Source: an optimization exercise on an open RTL-to-GDS flow (aim: small area). Production flows keep margins and buffers that such runs may drop. No functional check of the RTL was part of any run shown here. Power is estimated from default activity; no workload was simulated.

==> design.v <==
module vgaSync (clk, rst, hsync, vsync, video_on, pixel_x, pixel_y);
input         clk, rst;
output        hsync, vsync, video_on;
output  [9:0] pixel_x, pixel_y;
reg    [11:0] t;
reg     [9:0] v;
reg           h_sync, v_sync;
wire    [9:0] h = t[11:2];
wire          t_end = t[11] & t[10] & (&t[6:0]);    
wire          v_end = v[9] & v[3] & v[2];            
always @(posedge clk) begin
  if (rst) begin
    t <= 12'd3;
    v <= 10'd0;
    h_sync <= 1'b0;
    v_sync <= 1'b0;
  end else begin
    t <= t_end ? 12'd0 : t + 12'd1;
    if (t_end)
      v <= v_end ? 10'd0 : v + 10'd1;
    h_sync <= h[9] & h[7] & (h[6] | h[5] | h[4]) & ~(h[6] & h[5] & h[4]);  
    v_sync <= v[9] & ~v[3] & ~v[2] & (v[1] ^ v[0]);                        
  end
end
assign hsync = h_sync;
assign vsync = v_sync;
assign video_on = ~(h[9] & (h[8] | h[7])) & ~(v[9] | (&v[8:5]));   
assign pixel_x = h;
assign pixel_y = v;
endmodule
module pixelGeneration (clk, rst, switch, pixel_x, pixel_y, push, video_on, rgb);
input               clk, rst, switch;
input       [9:  0] pixel_x, pixel_y;
input               video_on;
input       [3:  0] push;
output      [2:  0] rgb;
localparam [16:0] R0 = 17'h00001;
localparam [16:0] R_LAST = 17'h0938c;
reg  [16:0] r;
reg  [2:0]  q;
reg         s;
reg  [3:0]  push_q1;
reg         mv_y, mv_x, mv_dec;    
reg  [8:0]  xa, ya;                
wire        r_end = (r == R_LAST);
wire        ge_mid = switch ? q[2] : (|q);
wire        ge_max = switch ? (&q & r_end) : (q[2] | q[1] | (q[0] & r_end));
wire        slow_en = ~s & ge_mid;
wire [3:0]  d_next = push & push_q1;
always @(posedge clk) begin
  if (rst) begin
    r <= R0;
    q <= 3'd0;
    s <= 1'b0;
  end else begin
    s <= ge_mid;
    if (ge_max) begin
      r <= R0;
      q <= 3'd0;
    end else if (r_end) begin
      r <= R0;
      q <= q + 3'd1;
    end else begin
      r <= {r[15:0], r[16] ^ r[13]};
    end
  end
end
always @(posedge clk) begin
  if (rst) begin
    push_q1 <= 4'd0;
    mv_y <= 1'b0;
    mv_x <= 1'b0;
    mv_dec <= 1'b0;
    xa <= 9'd160;
    ya <= 9'd110;
  end else if (slow_en) begin
    push_q1 <= push;
    mv_y <= d_next[0] | d_next[3];
    mv_x <= d_next[2] | d_next[1];
    mv_dec <= ~d_next[0] & (d_next[3] | d_next[2]);
    if (mv_y)
      ya <= mv_dec ? ya - 9'd5 : ya + 9'd5;
    else if (mv_x)
      xa <= mv_dec ? xa - 9'd5 : xa + 9'd5;
  end
end
wire [9:0]  dx = {1'b0, pixel_x[9:1]} - {1'b0, xa};
wire [9:0]  dy = {1'b0, pixel_y[9:1]} - {1'b0, ya};
wire        x_on = (dx[9:5] == 5'd0) & (dx[4:0] < 5'd20) & ((|dx[4:0]) | pixel_x[0]);
wire        y_on = (dy[9:5] == 5'd0) & (dy[4:0] < 5'd20) & ((|dy[4:0]) | pixel_y[0]);
wire        square_on = x_on & y_on;
assign rgb = {1'b0, video_on & square_on, video_on & ~square_on};
endmodule
module VGAanimatedObject (clk, rst, switch, push, hsync, vsync, rgb);
input         clk, rst;
input         switch;
input   [3:0] push;
output        hsync, vsync;
output  [2:0] rgb;
wire          video_on;
wire    [9:0] pixel_x, pixel_y;
vgaSync vgaSync(
  .clk(clk),
  .rst(rst),
  .hsync(hsync),
  .vsync(vsync),
  .video_on(video_on),
  .pixel_x(pixel_x),
  .pixel_y(pixel_y)
);
pixelGeneration pixelGeneration(
  .clk(clk),
  .rst(rst),
  .push(push),
  .switch(switch),
  .pixel_x(pixel_x),
  .pixel_y(pixel_y),
  .video_on(video_on),
  .rgb(rgb)
);
endmodule
==> run.sh <==
#!/bin/bash
# synth_recipe.tcl (not shown) runs the flow's synth.tcl, then flattens the netlist and writes it again
# the make line also repeats each setting of config.mk as NAME=value (left out here)
make -C /OpenROAD-flow-scripts/flow DESIGN_CONFIG=/design/flow/config.mk WORK_HOME=/design/flow/orfs CLKGATE_MAP_FILE= SYNTH_SCRIPT=/design/flow/synth_recipe.tcl finish
==> config.mk <==
export PLATFORM = sky130hd
export DESIGN_NAME = VGAanimatedObject
export DESIGN_NICKNAME = VGAanimatedObject
export VERILOG_FILES = /design/flow/design.v
export SDC_FILE = /design/flow/constraint.sdc
export NUM_CORES = 4
export LEC_CHECK = 0
export CAP_MARGIN = 20
export CORE_MARGIN = 2
export CORE_UTILIZATION = 40
export SLEW_MARGIN = 20
==> constraint.sdc <==
create_clock -name core_clock -period 10.0 [get_ports {clk}]
set_input_delay 2.0000 -clock core_clock [delete_from_list [all_inputs] [get_ports {clk}]]
set_output_delay 2.0000 -clock core_clock [all_outputs]
set_load 0.01 [all_outputs]
==> results.yml, run 1 <==
power_and_ir_drop:
  p_clk_share_pct: 41.9
  ir_worst_vdd_mv: 0.109
  swShare_pct: 22.4
  power_switching_mw: 0.117
  p_per_area_nw_per_um2: 113
  comb_power_share_pct: 3.4
  p_int_mw: 0.405
  seqPwrFrac_pct: 54.6
  total_leakage_power_nw: 1.84
drt:
  avgViaCountPerCell: 5.15
  wl_mm: 8.26
  first_pass_iters: 4
  post_drt_wl_per_cell_um: 13.0
  ant_nets: 0
  route.detailed.drc: 0
  vias: 3262
  drtIter0Drc: 94
setup_path:
  startpoint: "vgaSync.t[3]"
  crit_type: "reg2out"
  cp_cell_sequence: "inv_1, ha_1, fa_1, nand2b_1, a211oi_2, o21ai_0, mux2i_1, o31a_1, nand4_1, nor4b_2, clkdlybuf4s50_1"
  critPathMaxStageDelay_ns: 0.56
  crit_required_ns: 8.00
  r2r_start: "pixelGeneration.mv_dec"
  cp_slowest_cell: "clkdlybuf4s50_1"
  cp_top_family: "buffers and inverters"
  worst-r2r-setup-slack_ns: 7.06
  reg2reg_depth: 9
  start_kind: "flip-flop"
  end_kind: "output pin"
  path_max_fanout: 3
  endpoint: "rgb[1]"
  cp_num_buf_inv: 2
  worst_ep_arrival_time_ns: 3.24
  cp.depth: 11
  r2r_end: "pixelGeneration.ya[8]"
placement:
  hpwl_mm: 6.01
  io_buffers: 10
  place_congestion: 0.864
  dp_cells: 618
  place_area_um2: 4440
  dp_slack_ns: 5.11
timing:
  maxSlewViolCount: 0
  worst_pin_slew_ns: 0.895
  fin_skew_ns: 0.00578
  fin_setup_tns_ns: 0
  relSlewSlack_pct: 40.2
  rsz0062_at_grt: "false"
  fin_ws_ns: 4.76
  fin_crit_sh_pct: 52.4
  setup_viol: 0
  min_period_ns: 5.24
  hold_viol: 0
  fmax_mhz: 191
cells_and_area:
  fin_area_um2: 4620
  layout-area-overhead-vs-synth_pct: 9.64
  drive_gt1_share_pct: 7.03
  fin_cells: 634
  finish.utilization_pct: 45.0
  finalNetCount: 541
  diodes: 0
floorplanning:
  die_w_um: 107
  die_area_um2: 11400
  io_pins: 12
  die_h_um: 107
  core_um2: 10300
  placementRows: 37
  start_util_pct: 41.0
logic_synthesis:
  syn_avg_cell_area_um2: 8.75
  synth_seq_cells: 70
  synth_cells: 482
  ys_seq_area_share_pct: 33.2
  synth_ff_type: "dfxtp_1"
  syn_nets: 530
  synth_edf_count: 0
  synthArstFlopShare_pct: 0
  yosys_warnings: 2
  syn_area_um2: 4220
  ys_types: 70
clock_tree:
  clkTransAtPathRegs_ns: 0.07
  clk_path_buf_depth: 2
  numCtsBuffers: 9
  cts_resized: 0
  cts.sinks: 70
  cts_hold_buffers: 0
  cts_max_level: 3
  clockRootBuffer: "clkbuf_8"
  cts_tree: "done"
  cts_setup_buffers: 0
  clock_latency_ns: 0.35
run:
  maxCapViolCount: 0
outcome:
  status: "no timing/DRC/antenna violations"
grt:
  grt_overflow: 0
  grt_max_degree: 41
  antenna_found_initial: 0
  track_usage_pct: 15.7
  grt_pass1_wl_mm: 14.2
  first_global_vias: 3072
worst_hold_path:
  hp-class: "reg2reg"
[stage by stage]
stage                     power (mW)  hold slack, ns
after floorplan                0.303           0.420
after global placement         0.309           0.438
after detailed placement       0.309           0.436
after CTS                      0.533           0.453
after global routing           0.546           0.472
final                          0.521           0.456
[worst min path at each step]
stage	start	endpoint	depth (start not counted)
floorplan	pixelGeneration.r[5]	pixelGeneration.r[6]	1
global placement	pixelGeneration.r[15]	pixelGeneration.r[16]	1
detailed placement	pixelGeneration.r[5]	pixelGeneration.r[6]	1
CTS	pixelGeneration.r[2]	pixelGeneration.r[3]	1
global route	pixelGeneration.r[14]	pixelGeneration.r[15]	1
finish	pixelGeneration.r[2]	pixelGeneration.r[3]	1
[layout by cell type (no fill, tap or decap), drive strengths merged, types with 5 or more instances in the layout]
master          n
nand3          10
o21bai          6
nor4b           5
nor2b           6
nor3           15
clkdlybuf4s50  10
nor2           67
a21oi          28
nand4           9
nand2          23
mux2i          14
xor2           18
xnor2          21
dfxtp          70
nor4            6
nand2b          5
ha             37
inv            36
and2           17
a211o           5
clkbuf         12
o21ai          17
o21a            5
[power by group through the flow]
stage	Combinational [mW]	Sequential [mW]	Clock [mW]
4_1_cts	0.0182	0.285	0.230
3_5_place_dp	0.0180	0.291	0
5_1_grt	0.0208	0.285	0.240
2_1_floorplan	0.0126	0.291	0
3_3_place_gp	0.0180	0.291	0
6_report	0.0179	0.285	0.219
[flip-flops by register name, indices dropped and copies added, names as in the netlist]
register,count
pixelGeneration.mv_dec,1
pixelGeneration.mv_x,1
pixelGeneration.mv_y,1
pixelGeneration.push_q1,4
pixelGeneration.q,3
pixelGeneration.r,17
pixelGeneration.s,1
pixelGeneration.xa,9
pixelGeneration.ya,9
vgaSync.h_sync,1
vgaSync.t,12
vgaSync.v,10
vgaSync.v_sync,1
[routing by layer]
layer	part of all wire [%]	track usage, %	routed length [um]
met1	50	20.2	4130
met2	47	25.2	3840
met3	2.7	4.74	227
met4	0.64	5.01	53
met5	0	0	0
[kinds of logic (layout without fill, tap and decap cells)]
logic type	count (synthesis)	in the layout	share of synthesized area [%]
AO/OA/AOI/OAI	88	88	14.7
adder cells (fa/ha/maj)	41	41	12.9
XOR/XNOR	39	39	8.10
other	1	1	0.0889
flip-flops	70	70	33.2
AND/OR/NAND/NOR	181	181	23.0
buffers and inverters	47	63	4.48
multiplexers	15	15	3.59
[area by class of cell]
cell class	count	area, um^2
clock inverter	4	47.5
tap	136	170
fill	1040	5650
sequential	70	1400
multi-input combinational	365	2630
inverter	36	135
clock buffer	12	135
timing repair buffer	11	108
[Yosys cell counts, drive strengths merged, types with 3 or more instances]
cell type	n	area (um^2)
a211o	5	43.8
a211oi	4	35.0
a21o	3	22.5
a21oi	28	155
a22oi	3	22.5
and2	17	106
and3	3	23.8
and4	3	28.8
buf	4	27.5
clkbuf	7	26.3
dfxtp	70	1400
fa	4	80.1
ha	37	463
inv	36	135
mux2i	14	140
nand2	23	86.3
nand2b	5	31.3
nand3	10	55.1
nand4	9	62.6
nor2	67	262
nor2b	6	37.5
nor3	15	80.1
nor4	6	52.6
nor4b	5	56.3
o21a	5	37.5
o21ai	17	96.4
o21bai	6	45.0
or2	3	18.8
xnor2	21	184
xor2	18	158
==> run 2: changes to the inputs <==
--- a/config.mk
+++ b/config.mk
@@ -9,3 +9,5 @@
 export CORE_MARGIN = 2
 export CORE_UTILIZATION = 40
+export CTS_CLUSTER_DIAMETER = 500
+export CTS_CLUSTER_SIZE = 100
 export SLEW_MARGIN = 20
==> run 2 against run 1 <==
Global-route usage did not move. Flip-flop and latch count did not move. Register-to-register slack about the same. Via count unchanged. Final cell count unchanged. Sequential power is essentially flat. Fmax unchanged. Clock-buffer cell count unchanged. Setup slack is the same. Critical path type unchanged. Clock skew is the same. Area after synthesis stayed put.
==> results.yml, run 2 <==
timing:
  worst_pin_slew_ns: 0.895
  fin_setup_tns_ns: 0
  setup_viol: 0
  fmax_mhz: 191
  min_period_ns: 5.24
  holdWs_ns: 0.456
  rsz0062_at_grt: "false"
  hold_viol: 0
  fin_ws_ns: 4.76
  fin_skew_ns: 0.00578
  relSlewSlack_pct: 40.2
  fin_crit_sh_pct: 52.4
  maxSlewViolCount: 0
floorplanning:
  die_area_um2: 11400
  core_um2: 10300
  placementRows: 37
  die_h_um: 107
  start_util_pct: 41.0
  io_pins: 12
  die_w_um: 107
cells_and_area:
  finalNetCount: 541
  top_regs: "pixelGeneration.r x17, vgaSync.t x12, vgaSync.v x10"
  finish.utilization_pct: 45.0
  diodes: 0
  layout_commonest_cell: "dfxtp_1"
  largest_register_ff_count: 17
  regMostFlops: "pixelGeneration.r"
  final_cell_mix: "70 x dfxtp_1, 65 x nor2_1, 37 x ha_1"
  layout-area-overhead-vs-synth_pct: 9.64
  fillers: 1040
  drive_gt1_share_pct: 7.03
setup_path:
  start_kind: "flip-flop"
  startpoint: "vgaSync.t[3]"
  crit_type: "reg2out"
  worst_ep_arrival_time_ns: 3.24
  r2r_start: "pixelGeneration.mv_dec"
  path_max_fanout: 3
  end_kind: "output pin"
  reg2reg_depth: 9
  crit_required_ns: 8.00
clock_tree:
  cts_tree: "done"
  cts_setup_buffers: 0
  cts_max_level: 3
  cts_resized: 0
  clkTransAtPathRegs_ns: 0.07
  numCtsBuffers: 9
  cts.sinks: 70
  clockRootBuffer: "clkbuf_8"
  clock_latency_ns: 0.35
  clk_path_buf_depth: 2
  cts_hold_buffers: 0
drt:
  avgViaCountPerCell: 5.15
  vias: 3262
  post_drt_wl_per_cell_um: 13.0
  drtIter0Drc: 94
  first_pass_iters: 4
  ant_nets: 0
  wl_mm: 8.26
  route.detailed.drc: 0
logic_synthesis:
  syn_nets: 530
  synth_ff_type: "dfxtp_1"
  yosys.area_share.simple_pct: 23.0
  yosysTopAreaCell: "dfxtp_1"
  syn_area_um2: 4220
  synthTopCellsByCount: "70 x dfxtp_1, 65 x nor2_1, 37 x ha_1"
  ys_seq_area_share_pct: 33.2
  synth_xor_xnor_area_share_pct: 8.10
  synth.most_common_cell: "dfxtp_1"
  yosys_warnings: 2
  synth_seq_cells: 70
  synthArstFlopShare_pct: 0
  synth-adder-area-share_pct: 12.9
  synth_compound_area_share_pct: 14.7
  synth_cells: 482
  yosysTopAreaCellShare_pct: 33.2
  synth_top_family_by_area: "simple AND/OR/NAND/NOR gates"
  synth_edf_count: 0
  ys_types: 70
  syn_avg_cell_area_um2: 8.75
  synthMuxAreaShare_pct: 3.59
  yosys-top-cells-area: "dfxtp_1 33%, ha_1 11%, nor2_1 5.8%"
placement:
  dp_slack_ns: 5.11
  io_buffers: 10
  place_congestion: 0.864
  hpwl_mm: 6.01
grt:
  grt_overflow: 0
  grt_max_degree: 41
  antenna_found_initial: 0
  grt_pass1_wl_mm: 14.2
  first_global_vias: 3072
  track_usage_pct: 15.7
worst_hold_path:
  worstHoldPathCells: 1
  worst_hold_startpoint: "pixelGeneration.r[2]"
  hp-class: "reg2reg"
outcome:
  status: "no timing/DRC/antenna violations"
power_and_ir_drop:
  total_leakage_power_nw: 1.84
  p_per_area_nw_per_um2: 113
  ir_worst_vdd_mv: 0.109
run:
  maxCapViolCount: 0
-- run 2: cell counts in the layout (fill, tap and decap cells not counted) --
Identical to the previous run, type by type.
-- run 2: cell type report --
class / count / area, um^2 / share of cell area [%]
Tap cell: 136 / 170 / 3.68
Sequential cell: 70 / 1400 / 30.3
Timing Repair Buffer: 11 / 108 / 2.33
Multi-Input combinational cell: 365 / 2630 / 56.8
Clock inverter: 4 / 47.5 / 1.03
Inverter: 36 / 135 / 2.92
Clock buffer: 12 / 135 / 2.92
-- run 2: metrics by stage --
step                      total power [mW]  std cells  instance area (um^2)
after floorplan                      0.303        482                  4220
after global placement               0.309        618                  4440
after detailed placement             0.309        618                  4440
after CTS                            0.533        634                  4620
after global routing                 0.546        634                  4620
final                                0.521        634                  4620
-- run 2: metal layers --
| layer | wire, um | share of wire [%] | GRT usage (%) |
|---|---|---|---|
| met5 | 0 | 0 | 0 |
| met4 | 53 | 0.64 | 5.01 |
| met3 | 227 | 2.7 | 4.74 |
| met2 | 3840 | 47 | 25.2 |
| met1 | 4130 | 50 | 20.2 |
-- run 2: cells by family (layout without fill, tap and decap cells) --
family / after synthesis / count (layout)
adders and majority gates: 41 / 41
DFF: 70 / 70
xor gates and xnor gates: 39 / 39
muxes: 15 / 15
other: 1 / 1
buffers and inverters: 47 / 63
and+or+nand+nor: 181 / 181
AOI/OAI and AO/OA: 88 / 88
-- run 2: where the power goes --
part,switching (mW),internal (mW),leakage (nW)
clock network,0.104,0.115,0.0904
logic,0.00979,0.00809,1.19
registers,0.00312,0.282,0.566
total,0.117,0.405,1.84
-- run 2: final timing paths --
path	end	slack, ns
worst min-delay path	pixelGeneration.r[3]	0.46
worst max register to register	pixelGeneration.ya[8]	7.06
worst max-delay path	rgb[1]	4.76
worst min register to register	pixelGeneration.r[3]	0.46
-- run 2: critical path: stages, from the launching register on --
cell and delay [ns]:
dfxtp_1 0.37, inv_1 0.08, ha_1 0.21, fa_1 0.41
nand2b_1 0.20, a211oi_2 0.23, o21ai_0 0.14, mux2i_1 0.17
o31a_1 0.14, nand4_1 0.12, nor4b_2 0.26, clkdlybuf4s50_1 0.56
==> run 3: changes to the inputs <==
--- a/config.mk
+++ b/config.mk
@@ -9,4 +9,5 @@
 export CORE_MARGIN = 2
 export CORE_UTILIZATION = 40
+export CTS_BUF_LIST = sky130_fd_sc_hd__clkbuf_4 sky130_fd_sc_hd__clkbuf_8
 export CTS_CLUSTER_DIAMETER = 500
 export CTS_CLUSTER_SIZE = 100
==> run 3 against run 2 <==
Design area rose by 0.24%. Fmax fell by 0.19%. Critical path type unchanged. Flip-flop and latch count did not move. Still clean on timing, DRC and antenna. Area after synthesis did not move. Sequential share of layout area fell by 0.074 points. Critical path depth did not move. Largest power group unchanged. Synthesized cell count did not move. Combinational power barely moved.
==> results.yml, run 3 <==
logic_synthesis:
  syn_nets: 530
  synth.most_common_cell: "dfxtp_1"
  synth_cells: 482
  yosysTopAreaCellShare_pct: 33.2
  synthArstFlopShare_pct: 0
  synth_ff_type: "dfxtp_1"
  yosysTopAreaCell: "dfxtp_1"
  yosys-top-cells-area: "dfxtp_1 33%, ha_1 11%, nor2_1 5.8%"
  yosys_warnings: 2
  synth_edf_count: 0
  synthTopCellsByCount: "70 x dfxtp_1, 65 x nor2_1, 37 x ha_1"
  syn_area_um2: 4220
  syn_avg_cell_area_um2: 8.75
  ys_seq_area_share_pct: 33.2
  ys_types: 70
  synth_seq_cells: 70
timing:
  fmax_mhz: 190
  relSlewSlack_pct: 40.2
  setup_viol: 0
  maxSlewViolCount: 0
  hold_viol: 0
  fin_skew_ns: 0.00562
  rsz0062_at_grt: "false"
  worst_pin_slew_ns: 0.895
  fin_setup_tns_ns: 0
  min_period_ns: 5.25
  fin_crit_sh_pct: 52.5
cells_and_area:
  layout-area-overhead-vs-synth_pct: 9.91
  finalNetCount: 541
  diodes: 0
  largest_register_ff_count: 17
  regMostFlops: "pixelGeneration.r"
  finish.utilization_pct: 45.1
  final_cell_mix: "70 x dfxtp_1, 65 x nor2_1, 37 x ha_1"
  layout_commonest_cell: "dfxtp_1"
  fin_cells: 634
  top_regs: "pixelGeneration.r x17, vgaSync.t x12, vgaSync.v x10"
  drive_gt1_share_pct: 7.63
clock_tree:
  cts_max_level: 3
  cts_resized: 0
  cts_setup_buffers: 0
  cts_hold_buffers: 0
  clkTransAtPathRegs_ns: 0.07
  clockRootBuffer: "clkbuf_8"
  clock_latency_ns: 0.35
  clk_path_buf_depth: 2
  cts.sinks: 70
  cts_tree: "done"
  numCtsBuffers: 9
setup_path:
  worst_ep_arrival_time_ns: 3.25
  crit_required_ns: 8.00
  cp_slowest_cell: "clkdlybuf4s50_1"
  cp_cell_sequence: "inv_1, ha_1, fa_1, nand2b_1, a211oi_2, o21ai_0, mux2i_1, o31a_1, nand4_1, nor4b_2, clkdlybuf4s50_1"
  critPathMaxStageDelay_ns: 0.56
  path_max_fanout: 3
  end_kind: "output pin"
  crit_type: "reg2out"
  start_kind: "flip-flop"
floorplanning:
  die_area_um2: 11400
  die_h_um: 107
  placementRows: 37
  start_util_pct: 41.0
  die_w_um: 107
  core_um2: 10300
  io_pins: 12
power_and_ir_drop:
  comb_power_share_pct: 3.4
  p_int_mw: 0.413
  seqPwrFrac_pct: 53.8
  power_switching_mw: 0.117
  p_per_area_nw_per_um2: 114
  total_leakage_power_nw: 1.85
  p_clk_share_pct: 42.8
  ir_worst_vdd_mv: 0.114
  swShare_pct: 22.1
drt:
  ant_nets: 0
  avgViaCountPerCell: 5.14
  wl_mm: 8.20
  first_pass_iters: 4
  post_drt_wl_per_cell_um: 12.9
  route.detailed.drc: 0
  drtIter0Drc: 106
  vias: 3257
placement:
  io_buffers: 10
  place_congestion: 0.864
  dp_cells: 618
  hpwl_mm: 6.01
grt:
  grt_overflow: 0
  grt_pass1_wl_mm: 14.2
  grt_max_degree: 41
  track_usage_pct: 15.7
  antenna_found_initial: 0
  first_global_vias: 3081
worst_hold_path:
  hp-class: "reg2reg"
outcome:
  status: "no timing/DRC/antenna violations"
run:
  maxCapViolCount: 0
## run 3: cell counts after synthesis
Identical to the previous run, type by type.
## run 3: power by group through the flow
| stage | sequential [mW] | combinational [mW] | clock (mW) |
|---|---|---|---|
| 6_report | 0.285 | 0.0180 | 0.227 |
| 5_1_grt | 0.285 | 0.0208 | 0.248 |
| 4_1_cts | 0.285 | 0.0182 | 0.238 |
| 3_5_place_dp | 0.291 | 0.0180 | 0 |
| 3_3_place_gp | 0.291 | 0.0180 | 0 |
| 2_1_floorplan | 0.291 | 0.0126 | 0 |
## run 3: path summary, 6_finish.rpt
path,start,end,slack [ns],depth (start not counted)
worst min-delay path,pixelGeneration.r[2],pixelGeneration.r[3],0.45,1
worst max register to register,pixelGeneration.mv_dec,pixelGeneration.ya[8],7.11,9
worst max-delay path,vgaSync.t[3],rgb[1],4.75,11
worst min register to register,pixelGeneration.r[2],pixelGeneration.r[3],0.45,1
## run 3: critical path, delay by kind of cell, from the launching register on
kind / cells / cell delay (ns)
simple gates: 3 / 0.59
fa+ha+maj: 2 / 0.62
flops: 1 / 0.37
compound gates: 3 / 0.51
mux: 1 / 0.17
buf+inv: 2 / 0.64
## run 3: final cells by class
class                           instances  area (um^2)
Clock buffer                           12          146
Clock inverter                          4         47.5
Fill cell                            1039         5640
Inverter                               36          135
Multi-Input combinational cell        365         2630
Sequential cell                        70         1400
Tap cell                              136          170
Timing Repair Buffer                   11          108
## run 3: through the flow
step	power (mW)	area, um^2	hold slack (ns)	setup WS, ns
floorplan	0.303	4220	0.420	5.77
global placement	0.309	4440	0.438	5.16
detailed placement	0.309	4440	0.436	5.11
CTS	0.541	4640	0.452	4.71
global route	0.554	4640	0.471	4.48
finish	0.530	4640	0.455	4.75
## run 3: logic make-up (layout without fill, tap and decap cells)
kind of cell,count (synthesis),in the layout,share of synthesized area [%]
flops,70,70,33.2
simple gates,181,181,23.0
fa+ha+maj,41,41,12.9
other cells,1,1,0.0889
mux,15,15,3.59
buf+inv,47,63,4.48
xor+xnor,39,39,8.10
compound gates,88,88,14.7
## run 3: per-layer routing
layer  share of wire (%)  vias to the layer above  GRT usage (%)
li1                    -                     1698              -
met1                  50                     1526           20.1
met2                  46                       29           25.3
met3                 2.8                        4           4.74
met4                0.76                        0           5.01
met5                   0                        -              0

[separate check: timing with driven ports]
The flow's constraints put no driver on any port. The routed layouts listed below were extracted and timed again, unchanged, in two steps.
Step 1 sets driving cells, clkbuf_16 on the clock port and buf_2 on the other inputs (assumed; they add their load-dependent delay and slew).
Step 2 adds t to the input delays and takes it off the output delays; t is the mean of the earliest and latest rising clock arrival at the registers after step 1. Input paths then give back, and output paths get back, about the clock's delay inside the block.
Three values: ideal, step 1, step 2; two values: the first two.
| run | t, ns | slack for setup (ns) | worst setup path at the end |
|---|---|---|---|
| run 1 | 0.379 | 4.758 / 4.725 / 5.104 | register to output |
| run 2 | 0.379 | 4.758 / 4.725 / 5.104 | register to output |
| run 3 | 0.382 | 4.748 / 4.714 / 5.096 | register to output |
After both steps every run listed still meets setup and hold.
